What follows belongs to an exercise in optimizing a design on an open flow for small area; a production flow would make more cautious choices. Where RTL was checked, it was by simulation tests only, not by an equivalence proof against the original.

==> job 4505: inputs <==
==> flow/design.v <==
module LTC1668_Driver(input Refin_Clk,
                      input SYS_START,
                      input [15:0] AD_AMP,
                      input [15:0] AD_BIAS,
                      output reg signed [15:0] Wave,
                      output deCurrent,
                      output deTemper,
                      output signed [15:0] vStep
                      );
localparam [15:0] AMP  = 16'h902d;
localparam [15:0] ZERO = 16'h7fff;
function [16:0] radd;
    input [15:0] a, b;
    input ci;
    integer i;
    reg c;
    begin
        c = ci;
        for (i = 0; i < 16; i = i + 1) begin
            radd[i] = a[i] ^ b[i] ^ c;
            c = (a[i] & b[i]) | (c & (a[i] ^ b[i]));
        end
        radd[16] = c;
    end
endfunction
reg [2:0] J;
always @(posedge Refin_Clk)
    if (!SYS_START) J <= 3'b000;
    else            J <= {J[1:0], ~J[2]};
wire ph = J[2] ^ J[1];
assign deCurrent = ~(J[2] | J[1]);    
assign deTemper  = ph;                
reg [15:0] SquWave;
always @(posedge Refin_Clk)
    if (!SYS_START) SquWave <= ZERO;
    else if (ph)    SquWave <= AD_BIAS;
    else            SquWave <= J[2] ? ~AMP : AMP;
reg [8:0] cnt;
reg [3:0] hi;
wire Flag = hi[3];
wire wrap = &cnt;
always @(posedge Refin_Clk)
    if (!SYS_START) begin
        cnt <= 9'd72;
        hi  <= 4'd2;
    end else begin
        cnt <= cnt + 1'b1;
        if (wrap && !Flag) hi <= hi + 1'b1;
    end
wire e0 = (cnt == 9'd0);
reg [24:0] acc;
wire [16:0] lo = radd(acc[15:0], AD_AMP, 1'b0);
always @(posedge Refin_Clk)
    if (!Flag)     acc <= {9'd0, AD_AMP};
    else if (wrap) acc <= {9'd0, acc[24:9]};
    else           acc <= {acc[24:16] + lo[16], lo[15:0]};
wire [15:0] vr = radd(acc[15:0], 16'hc978, 1'b0);
reg  [15:0] R;
reg  [3:0]  rem;
wire div   = &cnt[8:4];
wire first = div & (cnt[3:0] == 4'd0);
wire [3:0] rin = first ? {1'b0, R[15], 2'b00} : rem;    
wire [4:0] t   = {rin, R[15]};
wire       qb  = (t >= 5'd10);
wire [4:0] tr  = qb ? t - 5'd10 : t;
always @(posedge Refin_Clk) begin
    rem <= tr[3:0];
    if (Flag && e0) R <= {vr[14:0], vr[15]};
    else            R <= {R[14:0], Flag & (div ? qb : R[15])};
end
wire [12:0] q    = R[12:0];
wire        inc  = q[12] & (rem != 4'd0);
wire [12:0] qn   = q + inc;
reg [12:0] vs;
always @(posedge Refin_Clk)
    if (!Flag)   vs <= 13'd0;
    else if (e0) vs <= qn;
assign vStep = {{3{vs[12]}}, vs};
reg  signed [15:0] StepWave;
wire signed [15:0] sum = radd(StepWave, vStep, 1'b0);
wire up = !sum[15] && (sum >= 16'sh6fd2);
wire dn =  sum[15] && (sum <= -16'sh6fd2);
wire [15:0] kk  = up ? 16'h7e90 : dn ? 16'h8170 : 16'h0000;
wire [15:0] nsw = radd(sum, kk, 1'b0);
always @(posedge Refin_Clk)
    if (!Flag)   StepWave <= 16'd0;
    else if (ph) StepWave <= nsw;
always @(posedge Refin_Clk)
    if (!SYS_START) Wave <= ZERO;
    else            Wave <= radd(SquWave, StepWave, 1'b0);
endmodule
==> flow/run.sh <==
#!/bin/bash
# synth_recipe.tcl (not shown) runs the flow's synth.tcl, then flattens the netlist and writes it again
# the make line also repeats each setting of config.mk as NAME=value (left out here)
make -C /OpenROAD-flow-scripts/flow DESIGN_CONFIG=/design/flow/config.mk WORK_HOME=/design/flow/orfs CLKGATE_MAP_FILE= SYNTH_SCRIPT=/design/flow/synth_recipe.tcl finish
==> flow/config.mk <==
export PLATFORM = sky130hd
export DESIGN_NAME = LTC1668_Driver
export DESIGN_NICKNAME = LTC1668_Driver
export VERILOG_FILES = /design/flow/design.v
export SDC_FILE = /design/flow/constraint.sdc
export NUM_CORES = 4
export LEC_CHECK = 0
export ABC_AREA = 1
export CAP_MARGIN = 20
export CORE_MARGIN = 2
export CORE_UTILIZATION = 60
export CTS_BUF_LIST = sky130_fd_sc_hd__clkbuf_4
export CTS_CLUSTER_DIAMETER = 100
export CTS_CLUSTER_SIZE = 30
export SLEW_MARGIN = 20
==> flow/constraint.sdc <==
create_clock -name core_clock -period 10.0 [get_ports {Refin_Clk}]
set_input_delay 2.0000 -clock core_clock [delete_from_list [all_inputs] [get_ports {Refin_Clk}]]
set_output_delay 2.0000 -clock core_clock [all_outputs]
set_load 0.01 [all_outputs]
==> job 5756: changes against job 4505 <==
--- a/flow/design.v
+++ b/flow/design.v
@@ -78,5 +78,6 @@
 assign vStep = {{3{vs[12]}}, vs};
 reg  signed [15:0] StepWave;
-wire signed [15:0] sum = radd(StepWave, vStep, 1'b0);
+wire [15:0] stp = {16{ph}} & vStep;
+wire signed [15:0] sum = radd(StepWave, stp, 1'b0);
 wire up = !sum[15] && (sum >= 16'sh6fd2);
 wire dn =  sum[15] && (sum <= -16'sh6fd2);
@@ -84,6 +85,6 @@
 wire [15:0] nsw = radd(sum, kk, 1'b0);
 always @(posedge Refin_Clk)
-    if (!Flag)   StepWave <= 16'd0;
-    else if (ph) StepWave <= nsw;
+    if (!Flag) StepWave <= 16'd0;
+    else       StepWave <= nsw;
 always @(posedge Refin_Clk)
     if (!SYS_START) Wave <= ZERO;
==> flow/flow/run.sh (new file) <==
#!/bin/bash
set -euo pipefail
export BUFFER_PORTS_ARGS="-buffer_cell sky130_fd_sc_hd__buf_1"
export CTS_ARGS="-sink_clustering_enable -repair_clock_nets -dont_use_dummy_load -buf_list sky130_fd_sc_hd__clkbuf_4"
bash standard.sh finish > make.log 2>&1
==> flow/standard.sh (new file) <==
#!/bin/bash
# synth_recipe.tcl (not shown) runs the flow's synth.tcl, then flattens the netlist and writes it again
# the make line also repeats each setting of config.mk as NAME=value (left out here)
make -C /OpenROAD-flow-scripts/flow DESIGN_CONFIG=/design/flow/config.mk WORK_HOME=/design/flow/orfs CLKGATE_MAP_FILE= SYNTH_SCRIPT=/design/flow/synth_recipe.tcl "${@:-finish}"
CTS_BUF_LIST = unset   (was sky130_fd_sc_hd__clkbuf_4)
CTS_CLUSTER_DIAMETER = unset   (was 100)
CTS_CLUSTER_SIZE = unset   (was 30)
removed: flow/run.sh
==> job 7696: changes against job 4505 <==
==> flow/design.v (replaced) <==
module LTC1668_Driver(input Refin_Clk,
					input SYS_START,
					input [15:0]AD_AMP,
					input [15:0]AD_BIAS,
					output reg signed [15:0]Wave,
					output reg deCurrent,
					output reg deTemper,
					output reg signed [15:0]vStep
					);
localparam
          DEFAULT_AMP = 16'h902d, 
          DEFAULT_BIAS = 16'h7fff,	 
          ZERO = 16'h7fff;
localparam
          on = 1'b1,
          off = 1'b0;
wire Amp_Ctrl_Flag;
wire Bias_Ctrl_Flag;
reg [2:0] State;
reg signed [15:0] SquWave;
assign Bias_Ctrl_Flag = (AD_BIAS==ZERO)?off:on;
always@(posedge Refin_Clk)
begin
	if(!SYS_START)
	begin
		State<=3'b0;
		SquWave<= ZERO;
	end
	else
	begin
		case(State)
		3'd0:
		begin
			SquWave               <= DEFAULT_AMP;
			State                 <= State+1'b1;
			deCurrent     <= on;
			deTemper <= off;
		end
		3'd1:
		begin
			SquWave               <= DEFAULT_AMP;
			State                 <= State+1'b1;
			deCurrent     <= off;
			deTemper <= on;
		end
		3'd2:
		begin
			if(!Bias_Ctrl_Flag)
				SquWave <=DEFAULT_BIAS;
			else
				SquWave <= AD_BIAS;
			State                 <= State+1'b1;
			deCurrent     <= off;
			deTemper <= off;
		end
		3'd3:
		begin
			SquWave               <= ~DEFAULT_AMP;
			State                 <= State+1'b1;
			deCurrent     <= off;
			deTemper <= off;
		end
		3'd4:
		begin
			SquWave               <= ~DEFAULT_AMP;
			State                 <= State+1'b1;
			deCurrent     <= off;
			deTemper <= on;
		end
		3'd5:
		begin
			if(!Bias_Ctrl_Flag)
				SquWave <= DEFAULT_BIAS;
			else
				SquWave <= AD_BIAS;
			State                 <= 3'b0;
			deCurrent     <= on;
			deTemper <= off;
		end
		default:
		begin
			State<=3'b0;
		end
		endcase
	end
end
reg [31:0] cntDelay;
reg Flag;
always @ (posedge Refin_Clk)
begin
	if(!SYS_START)
		begin
		Flag <= 1'b0;
		cntDelay <= 32'd0;
		end
	else
		if(cntDelay == 32'd2999)
			Flag <=1'b1;
		else
			cntDelay <= cntDelay +1'b1;
end
reg [15:0] cnt;
localparam FRE_COMP = 16'd511;
always @ (posedge Refin_Clk)
begin
	if(!Flag)
		cnt <= 16'd0;
	else
		if(cnt==FRE_COMP)
			cnt <= 16'd0;
		else
			cnt <= cnt +1'b1;
end
reg [1:0] cnt1;
always @ (posedge Refin_Clk)
begin
	if(!Flag)
		cnt1 <= 2'd0;
	else
		if(cnt1==2'd2)
			cnt1 <= 2'd0;
		else
			cnt1 <= cnt1 +1'b1;
end
wire [15:0] maxCenter = 16'd23000;
wire [15:0] minCenter = 16'd22000;
wire [15:0] meanCenter = 16'd13960; 
wire signed [15:0]  Index = 16'd10;
reg [24:0] ad_average;
reg signed [15:0] vReal;
always @ (posedge Refin_Clk)
begin
	if(!Flag)
		begin
		vReal <= 16'b0;
		vStep <= 16'b0;
		ad_average <= AD_AMP;
		end
	else
		begin
		ad_average <= ad_average + AD_AMP;
		if(cnt == FRE_COMP)
			ad_average <= ad_average>>9;
		if(cnt == 20'd0)
			begin
			vReal <= (ad_average - meanCenter);
			vStep <= vReal/Index;
			end
		end
end
reg signed [15:0] upBoundary;
reg signed [15:0] downBoundary;
reg signed [15:0] StepWave;
reg [15:0] vReset;
reg signed [15:0] realzero;
always @ (posedge Refin_Clk)
begin
	if(!Flag)
		begin
		StepWave <= 16'd0;
		upBoundary <= 16'h6fd2; 
		downBoundary <= -16'h6fd2; 
		vReset <= 16'h8170;
		realzero <= 16'd0;
		end
	else
		if(cnt1 == 2'd2)
			begin
				if((((StepWave+vStep) >= upBoundary)&&(StepWave>realzero))
					||((StepWave>realzero)&&((StepWave+vStep)<realzero)&&(vStep>realzero)))
					StepWave <= StepWave - vReset + vStep;
				else
					if((((StepWave+vStep) <= downBoundary)&&(StepWave<realzero))
						||((StepWave<realzero)&&((StepWave+vStep)>realzero)&&(vStep<realzero)))
						StepWave <= StepWave + vReset + vStep;
					else
						StepWave <= StepWave + vStep;
			end 
		else
			StepWave <= StepWave;
end
always @ (posedge Refin_Clk)
begin
	if(!SYS_START)
		begin
		Wave <= ZERO;
		end
	else
			Wave <= SquWave + StepWave;
end
endmodule
ABC_AREA = unset   (was 1)
CORE_UTILIZATION = 40   (was 60)
CTS_BUF_LIST = unset   (was sky130_fd_sc_hd__clkbuf_4)
CTS_CLUSTER_DIAMETER = unset   (was 100)
CTS_CLUSTER_SIZE = unset   (was 30)
==> run summary <==
Worst path max stage delay: job 5756 0.43 ns; job 4505 0.44 ns; job 7696 0.77 ns
Number of clock buffer instances in the layout: job 5756 17; job 4505 19; job 7696 17
Maximum VDD drop: job 5756 0.0594 mV; job 4505 0.0775 mV; job 7696 0.131 mV
Crit Reg-Reg Startpoint: job 5756 J[2]$_SDFF_PN0_; job 4505 vs[0]$_SDFFE_PN0N_; job 7696 vReal[3]$_SDFFE_PN0N_
Stages on worst setup path: job 5756 46; job 4505 42; job 7696 22
Proportion of synthesized chip area in sequential cells: job 5756 40.2%; job 4505 40.1%; job 7696 25.8%
Run status: job 5756 complete, no violations; job 4505 complete, no violations; job 7696 complete, no violations
Met3 layer wire length in the routed design: job 5756 499 um; job 4505 544 um; job 7696 1570 um
Number of instances resized during post-cts repair: job 5756 3; job 4505 0; job 7696 0
Switching Fraction: job 5756 25.6%; job 4505 25.8%; job 7696 28.4%
Worst Hold Depth: job 5756 0; job 4505 0; job 7696 1
Sequential cell count of the final layout: job 5756 122; job 4505 122; job 7696 161
Setup slack of the most critical reg-to-reg path: job 5756 0.41 ns; job 4505 0.51 ns; job 7696 2.03 ns
Post-Route Skew: job 5756 0.0301 ns; job 4505 0.0134 ns; job 7696 0.0165 ns
Area of the core: job 5756 9820 um^2; job 4505 9820 um^2; job 7696 30,700 um^2
Average via count per standard cell: job 5756 4.94; job 4505 5.04; job 7696 5.56
Worst path setup slack after routing: job 5756 0.411 ns; job 4505 0.514 ns; job 7696 2.03 ns
Clock buffer and inverter area fraction after layout: job 5756 1.92%; job 4505 3.51%; job 7696 4.27%
Number of iterations in the first detailed-routing pass: job 5756 6; job 4505 5; job 7696 5
Core occupancy in the finished layout: job 5756 67.5%; job 4505 72.2%; job 7696 46.0%
Function not checked in job 4505: the RTL went through the layout flow alone.

## static timing again, ports no longer ideal
Ports are ideal in the flow. The routed layouts listed here were re-timed in OpenROAD.
Step 1 assumes that a clkbuf_16 drives the clock port and a buf_2 every other input.
Step 2, shift: input delay + t, output delay - t, t = (earliest + latest rising clock arrival at the registers) / 2. This alone moves slack from input paths to output paths.
Three values: no drivers, after step 1, after step 2; two values: the first two.
run	shift t [ns]	setup WS [ns]	worst hold slack (ns)	clock arrival spread, ns	cell pins on the clock port's net
job 4505	0.556	0.514 / 0.514 / 0.412	0.414 / 0.414 / 0.414	0.016 / 0.015	1
job 5756	0.532	0.411 / 0.411 / 0.411	0.392 / 0.392 / 0.392	0.031 / 0.031	1
job 7696	0.475	2.028 / 2.028 / 2.028	0.416 / 0.416 / 0.416	0.020 / 0.020	1
After both steps setup and hold are still met in every run listed. For job 4505, which loses most, drivers alone change the setup slack by 0.000 ns; drivers and shift together by -0.102 ns.
